This design comes from an exercise in tuning for small area on the open sky130 flow, not from production work. Function was checked by simulation only, so behaviour that the tests miss may differ from the original. Power figures rest on the tool's default switching activity, not on a simulated workload. The clock port is modelled as an ideal driver; clocking choices that lean on that would not hold on a real chip.

==> inputs of quartz <==
==> flow/design.v <==
`timescale 1ns / 1ps
module morph_open #(
    parameter IMG_H = 83
)
(
    input clk,
    input mask,
    input de_in,
    input h_sync_in,
    input v_sync_in,
    output de_out,
    output h_sync_out,
    output v_sync_out,
    output [23:0] open_out
);
localparam integer LSYNC = 4 * IMG_H + 9;                      
localparam integer LM    = 4 * IMG_H + 6;                       
localparam integer LDE   = 6 * IMG_H + 11;                      
reg [LDE-1:0]   s_de;
reg [LSYNC:0]   s_hs;
reg [LSYNC:0]   s_vs;
reg [LM-1:0]    s_m;
reg             e_r;
reg [LM-1:0]    s_e;
reg             d_r;
reg  ev;
reg  z1, z2;      
integer r, c, t;
always @(*) begin
    ev = 1'b1;
    z1 = 1'b0;
    z2 = 1'b0;
    for (r = 0; r < 5; r = r + 1)
        for (c = 0; c < 5; c = c + 1) begin
            t  = 1 + c + IMG_H * r;
            ev = ev & s_de[t];
            z2 = z2 | (z1 & ~s_m[t]);
            z1 = z1 | ~s_m[t];
        end
end
reg  dv;
reg  dor;
always @(*) begin
    dv  = 1'b1;
    dor = 1'b0;
    for (r = 0; r < 5; r = r + 1)
        for (c = 0; c < 5; c = c + 1) begin
            t   = 2 + c + IMG_H * r;
            dor = dor | s_e[t-1];
            dv  = dv & s_de[170 + t];
        end
end
always @(posedge clk) begin
    s_de <= {s_de[LDE-2:0], de_in};
    s_hs <= {s_hs[LSYNC-1:0], h_sync_in};
    s_vs <= {s_vs[LSYNC-1:0], v_sync_in};
    s_m  <= {s_m[LM-2:0], mask};
    e_r  <= ev & ~z2;
    s_e  <= {s_e[LM-2:0], e_r};
    d_r  <= dv & dor;
end
assign de_out     = s_de[LSYNC];
assign h_sync_out = s_hs[LSYNC];
assign v_sync_out = s_vs[LSYNC];
assign open_out   = {24{d_r}};
endmodule
==> flow/flow/run.sh <==
#!/bin/bash
# The standard layout, with a leaner clock tree (no dummy loads, larger sink
# clusters, clkbuf_16 only) and the smallest buffer on each port.
set -euo pipefail
export CTS_ARGS="-sink_clustering_enable -repair_clock_nets -dont_use_dummy_load -sink_clustering_size 26 -sink_clustering_max_diameter 60 -buf_list sky130_fd_sc_hd__buf_12"
export BUFFER_PORTS_ARGS="-buffer_cell sky130_fd_sc_hd__buf_1"
bash standard.sh > standard.log 2>&1
==> flow/standard.sh <==
#!/bin/bash
# synth_recipe.tcl (not shown) runs the flow's synth.tcl, then flattens the netlist and writes it again
# the make line also repeats each setting of config.mk as NAME=value (left out here)
make -C /OpenROAD-flow-scripts/flow DESIGN_CONFIG=/design/flow/config.mk WORK_HOME=/design/flow/orfs CLKGATE_MAP_FILE= SYNTH_SCRIPT=/design/flow/synth_recipe.tcl "${@:-finish}"
==> flow/config.mk <==
export PLATFORM = sky130hd
export DESIGN_NAME = morph_open
export DESIGN_NICKNAME = morph_open
export VERILOG_FILES = /design/flow/design.v
export SDC_FILE = /design/flow/constraint.sdc
export NUM_CORES = 4
export LEC_CHECK = 0
export CAP_MARGIN = 20
export CORE_MARGIN = 2
export CORE_UTILIZATION = 75
export PLACE_DENSITY = 0.8
export SLEW_MARGIN = 20
==> flow/constraint.sdc <==
create_clock -name core_clock -period 5.0 [get_ports {clk}]
set_input_delay 1.0000 -clock core_clock [delete_from_list [all_inputs] [get_ports {clk}]]
set_output_delay 1.0000 -clock core_clock [all_outputs]
set_load 0.01 [all_outputs]
==> xenon (differences from quartz) <==
--- a/flow/design.v
+++ b/flow/design.v
@@ -25,29 +25,28 @@
 reg             d_r;
-reg  ev;
-reg  z1, z2;      
-integer r, c, t;
-always @(*) begin
-    ev = 1'b1;
-    z1 = 1'b0;
-    z2 = 1'b0;
-    for (r = 0; r < 5; r = r + 1)
-        for (c = 0; c < 5; c = c + 1) begin
-            t  = 1 + c + IMG_H * r;
-            ev = ev & s_de[t];
-            z2 = z2 | (z1 & ~s_m[t]);
-            z1 = z1 | ~s_m[t];
+wire [24:0] ewin_de, ewin_m, dwin_e, dwin_de;
+genvar gr, gc;
+generate
+    for (gr = 0; gr < 5; gr = gr + 1) begin : g_r
+        for (gc = 0; gc < 5; gc = gc + 1) begin : g_c
+            assign ewin_de[5*gr+gc] = s_de[1 + gc + IMG_H * gr];
+            assign ewin_m[5*gr+gc]  = s_m[1 + gc + IMG_H * gr];
+            assign dwin_e[5*gr+gc]  = s_e[1 + gc + IMG_H * gr];
+            assign dwin_de[5*gr+gc] = s_de[172 + gc + IMG_H * gr];
         end
-end
-reg  dv;
-reg  dor;
-always @(*) begin
-    dv  = 1'b1;
-    dor = 1'b0;
-    for (r = 0; r < 5; r = r + 1)
-        for (c = 0; c < 5; c = c + 1) begin
-            t   = 2 + c + IMG_H * r;
-            dor = dor | s_e[t-1];
-            dv  = dv & s_de[170 + t];
-        end
-end
+    end
+endgenerate
+wire [4:0] r_any, c_any;
+generate
+    for (gr = 0; gr < 5; gr = gr + 1) begin : g_rc
+        assign r_any[gr] = ~&ewin_m[5*gr +: 5];
+        assign c_any[gr] = ~(ewin_m[gr] & ewin_m[gr+5] & ewin_m[gr+10] & ewin_m[gr+15] & ewin_m[gr+20]);
+    end
+endgenerate
+function amo5(input [4:0] a);
+    amo5 = ~((a[0] & (a[1] | a[2] | a[3] | a[4])) | (a[1] & (a[2] | a[3] | a[4])) | (a[2] & (a[3] | a[4])) | (a[3] & a[4]));
+endfunction
+wire ev = &ewin_de;
+wire z2 = ~(amo5(r_any) & amo5(c_any));
+wire dv = &dwin_de;
+wire dor = |dwin_e;
 always @(posedge clk) begin
==> flow/flow/run.sh (replaced) <==
#!/bin/bash
# The standard layout, with a leaner clock tree (no dummy loads, larger sink
# clusters, clkbuf_16 only) and the smallest buffer on each port.
set -euo pipefail
export CTS_ARGS="-sink_clustering_enable -repair_clock_nets -dont_use_dummy_load -sink_clustering_size 36 -sink_clustering_max_diameter 100 -buf_list {sky130_fd_sc_hd__buf_12 sky130_fd_sc_hd__clkbuf_16} -root_buf sky130_fd_sc_hd__clkbuf_16 -tree_buf sky130_fd_sc_hd__clkbuf_16 -sink_clustering_buffer sky130_fd_sc_hd__buf_12"
export BUFFER_PORTS_ARGS="-buffer_cell sky130_fd_sc_hd__buf_1"
bash standard.sh > standard.log 2>&1
Settings changed: CORE_UTILIZATION 75 to 68, PLACE_DENSITY 0.8 to 0.72.
==> notes <==
quartz ended with an error in clock tree synthesis (4_1_cts). xenon produced a clean layout.
Synthesized cell count: xenon is smaller than quartz (0.25%).
Between quartz and xenon, the lower synthesized area is in xenon (gap about 0.22%, measured against xenon).
==> figures <==
	xenon	quartz
Status	no timing/DRC/antenna violations	aborted with a tool error
Failing step	-	clock tree synthesis (4_1_cts)
Die width	240 µm	229 µm
H-tree depth reported by CTS	2	3
Simple-Gate Fraction of Synth Area	0.820%	0.785%
Placed instance area	38900 µm²	38900 µm²
Die boundary height	240 µm	229 µm
TritonCTS Buffers	57	81
Synthesized instance count	1960	1965
Post-synthesis sequential area ratio	98.5%	98.3%
Post-Syn Area	38000 µm²	38100 µm²
Effective utilization at floorplan	68.9%	75.9%
Post-Syn Area per Cell	19.4 µm²	19.4 µm²
Count of standard-cell rows	86	82
Area fraction in compound gates after synthesis	0.135%	0.365%
Setup slack after placement	3.08 ns	3.10 ns

========
==> try-juniper <==
RTL: the design.v shown in full above, as it stands there.
Settings: LEC_CHECK=0, CAP_MARGIN=20, CORE_MARGIN=2, CORE_UTILIZATION=68, PLACE_DENSITY=0.72, SLEW_MARGIN=20; clock period 5.0 ns.
standard.sh (not shown) runs the stock make flow with config.mk's settings and CLKGATE_MAP_FILE= SYNTH_SCRIPT=/design/flow/synth_recipe.tcl, a recipe that flattens the netlist after the stock synthesis.
==> flow/flow/run.sh <==
#!/bin/bash
# The standard layout, with a leaner clock tree (no dummy loads, larger sink
# clusters, clkbuf_16 only) and the smallest buffer on each port.
set -euo pipefail
export CTS_ARGS="-sink_clustering_enable -repair_clock_nets -dont_use_dummy_load -sink_clustering_size 35 -sink_clustering_max_diameter 100 -buf_list {sky130_fd_sc_hd__buf_12 sky130_fd_sc_hd__clkbuf_16} -root_buf sky130_fd_sc_hd__clkbuf_16 -tree_buf sky130_fd_sc_hd__clkbuf_16 -sink_clustering_buffer sky130_fd_sc_hd__buf_12"
export BUFFER_PORTS_ARGS="-buffer_cell sky130_fd_sc_hd__buf_1"
bash standard.sh > standard.log 2>&1
==> inputs of try-tundra, as changes to try-juniper <==
==> flow/design.v (replaced) <==
`timescale 1ns / 1ps
module morph_open #(
    parameter IMG_H = 83
)
(
    input clk,
    input mask,
    input de_in,
    input h_sync_in,
    input v_sync_in,
    output de_out,
    output h_sync_out,
    output v_sync_out,
    output [23:0] open_out
);
localparam integer LSYNC = 4 * IMG_H + 9;                      
localparam integer LM    = 4 * IMG_H + 6;                       
reg [LSYNC:0]   s_de;
reg [LSYNC:0]   s_hs;
reg [LSYNC:0]   s_vs;
reg [LM-1:0]    s_m;
reg             e_r;
reg [4:0]       s_e;
reg             h_r;
reg [4*IMG_H-1:0] s_h;
reg             d_r;
reg             f_r;
reg [2*IMG_H-1:0] s_f;
wire [24:0] ewin_de, ewin_m;
genvar gr, gc;
generate
    for (gr = 0; gr < 5; gr = gr + 1) begin : g_r
        for (gc = 0; gc < 5; gc = gc + 1) begin : g_c
            assign ewin_de[5*gr+gc] = s_de[1 + gc + IMG_H * gr];
            assign ewin_m[5*gr+gc]  = s_m[1 + gc + IMG_H * gr];
        end
    end
endgenerate
wire [4:0] r_any, c_any;
generate
    for (gr = 0; gr < 5; gr = gr + 1) begin : g_rc
        assign r_any[gr] = ~&ewin_m[5*gr +: 5];
        assign c_any[gr] = ~(ewin_m[gr] & ewin_m[gr+5] & ewin_m[gr+10] & ewin_m[gr+15] & ewin_m[gr+20]);
    end
endgenerate
function amo5(input [4:0] a);
    amo5 = ~(((a[0] | a[1]) & (a[2] | a[3] | a[4])) | (a[0] & a[1]) | (a[2] & (a[3] | a[4])) | (a[3] & a[4]));
endfunction
wire ev = &ewin_de;
wire z2 = ~(amo5(r_any) & amo5(c_any));
wire dv = (&s_de[176:172]) & (&s_de[259:255]) & f_r & s_f[IMG_H-1] & s_f[2*IMG_H-1];
wire dor = h_r | s_h[IMG_H-1] | s_h[2*IMG_H-1] | s_h[3*IMG_H-1] | s_h[4*IMG_H-1];
always @(posedge clk) begin
    s_de <= {s_de[LSYNC-1:0], de_in};
    f_r  <= &s_de[LSYNC:LSYNC-4];
    s_f  <= {s_f[2*IMG_H-2:0], f_r};
    s_hs <= {s_hs[LSYNC-1:0], h_sync_in};
    s_vs <= {s_vs[LSYNC-1:0], v_sync_in};
    s_m  <= {s_m[LM-2:0], mask};
    e_r  <= ev & ~z2;
    s_e  <= {s_e[3:0], e_r};
    h_r  <= |s_e;
    s_h  <= {s_h[4*IMG_H-2:0], h_r};
    d_r  <= dv & dor;
end
assign de_out     = s_de[LSYNC];
assign h_sync_out = s_hs[LSYNC];
assign v_sync_out = s_vs[LSYNC];
assign open_out   = {24{d_r}};
endmodule
==> flow/flow/run.sh (replaced) <==
#!/bin/bash
# The standard layout, with a leaner clock tree (no dummy loads, larger sink
# clusters, buf_12 leaves) and the smallest buffer on each port.
set -euo pipefail
export CTS_ARGS="-sink_clustering_enable -repair_clock_nets -dont_use_dummy_load -sink_clustering_size 35 -sink_clustering_max_diameter 80 -buf_list {sky130_fd_sc_hd__buf_12 sky130_fd_sc_hd__clkbuf_16} -root_buf sky130_fd_sc_hd__clkbuf_16 -tree_buf sky130_fd_sc_hd__clkbuf_16 -sink_clustering_buffer sky130_fd_sc_hd__buf_12"
export BUFFER_PORTS_ARGS="-buffer_cell sky130_fd_sc_hd__buf_1"
bash standard.sh > standard.log 2>&1
==> qor summary <==
item                                                               try-juniper               try-tundra
Total power consumption of the routed design                          20.69 mW                 20.70 mW
Post-synthesis adder-cell area fraction                              0.0005255                        0
Number of vias per cell                                                  4.197                    4.232
Worst max-slew margin expressed relative to the limit                   0.6178                   0.6114
Area delta synth->final                                                 5.456%                   5.477%
Met3 usage                                                             0.02539                  0.02514
Post-route cell area                                             0.04017 sq mm            0.04002 sq mm
Worst IR drop on VDD                                                 0.3964 mV                0.3795 mV
Net Count, Synth                                                          1970                     1954
Run status                                             complete, no violations  complete, no violations
Delay of the slowest cell on the worst path                            0.70 ns                  0.71 ns
Leakage                                                               15.88 nW                 15.84 nW
Clock tree skew after final layout                                  0.04081 ns               0.04070 ns
Cell total after placement                                                2720                     2704
Core area                                                        0.05520 sq mm            0.05509 sq mm
Avg Synthesized Cell Area                                          19.39 sq um              19.47 sq um
Final non-clock buffer share                                          0.002897                 0.002908
Avg WL per Cell                                                       12.38 um                 12.82 um
P_int                                                                 16.84 mW                 16.84 mW
Fraction of area in registers                                           0.9324                   0.9359
Detailed-route wire length on metal 1                                 20.08 mm                 19.59 mm
Initial Util                                                            0.6901                   0.6887
Fraction of the yosys area taken by sequential cells                    0.9832                   0.9872

========
==> build 98: inputs <==
morph_open again, from the RTL that the note above started with.
clock: 5.0 ns
lec_check: 0
cap_margin: 20
core_margin: 2
core_utilization: 70
cts_buf_list: sky130_fd_sc_hd__clkbuf_8
place_density: 0.75
slew_margin: 20
run.sh (not shown) runs the stock make flow with config.mk's settings and CLKGATE_MAP_FILE= SYNTH_SCRIPT=/design/flow/synth_recipe.tcl, a recipe that flattens the netlist after the stock synthesis.
Stock flow here: none of the scripts above is used.
==> trial 42 (differences from build 98) <==
==> flow/flow/run.sh (new file) <==
#!/bin/bash
# The standard layout, with a leaner clock tree (no dummy loads, larger sink
# clusters, clkbuf_16 only) and the smallest buffer on each port.
set -euo pipefail
export CTS_ARGS="-sink_clustering_enable -repair_clock_nets -dont_use_dummy_load -sink_clustering_size 32 -sink_clustering_max_diameter 100 -buf_list sky130_fd_sc_hd__clkbuf_16"
export BUFFER_PORTS_ARGS="-buffer_cell sky130_fd_sc_hd__buf_1"
bash standard.sh > standard.log 2>&1
==> flow/standard.sh (new file) <==
#!/bin/bash
# synth_recipe.tcl (not shown) runs the flow's synth.tcl, then flattens the netlist and writes it again
# the make line also repeats each setting of config.mk as NAME=value (left out here)
make -C /OpenROAD-flow-scripts/flow DESIGN_CONFIG=/design/flow/config.mk WORK_HOME=/design/flow/orfs CLKGATE_MAP_FILE= SYNTH_SCRIPT=/design/flow/synth_recipe.tcl "${@:-finish}"
- CORE_UTILIZATION: 70 -> 82
- CTS_BUF_LIST: sky130_fd_sc_hd__clkbuf_8 -> unset
- PLACE_DENSITY: 0.75 -> 0.86
removed: flow/run.sh
==> comparison table <==
quantity	trial 42	build 98
Simple logic cell fraction of the synthesized area	0.785%	0.785%
Most repeated cell in the gate-level netlist after synthesis	sky130_fd_sc_hd__dfxtp_1	sky130_fd_sc_hd__dfxtp_1
Synthesized net count	1970	1970
Number of enable flip-flop cells after synthesis	0	0
Yosys warns	1	1
Multiplexer share of the synthesized area	0%	0%
Post-synthesis cell type count	27	27
Mapped Area	38100 um^2	38100 um^2
Post-synthesis cell count	1965	1965
Share of synthesized area occupied by flip-flops and latches	98.3%	98.3%
Placer congestion estimate	0.703	0.720
Cell type with the highest aggregate area in the netlist	sky130_fd_sc_hd__dfxtp_1	sky130_fd_sc_hd__dfxtp_1
Overall die height	220 um	237 um
Starting density of the core	83.6%	70.8%
Mean instance size in the synthesized netlist	19.4 um^2	19.4 um^2
Outcome	aborted with a tool error	no timing/DRC/antenna violations
Last stage reached	3_5_place_dp	-
Top Ports	32	32
Die width	220 um	237 um
Row count	78	85

separate check: timing with driven ports:
Ports are ideal in the flow. The routed layouts listed here were re-timed in OpenROAD.
Step 1: set_driving_cell puts a clkbuf_16 on clk and a buf_2 on each other input, an assumption about the parent block.
Step 2, shift: input delay + t, output delay - t, t = (earliest + latest rising clock arrival at the registers) / 2. This alone moves slack from input paths to output paths.
Three values: ideal ports, drivers, drivers and shift; two values: the first two.
run	shift t [ns]	slack for setup (ns)	worst setup path at the end	worst data-port slew with drivers (ns)	pins driven straight from the clock port
xenon	0.680	2.424 / 2.368 / 3.048	register to output	0.03	1
try-juniper	0.671	2.458 / 2.400 / 3.071	register to output	0.03	1
try-tundra	0.668	2.412 / 2.356 / 3.025	register to output	0.03	1
build 98	0.861	1.799 / 1.746 / 2.606	register to output	0.04	1
After both steps every run listed still meets setup and hold.
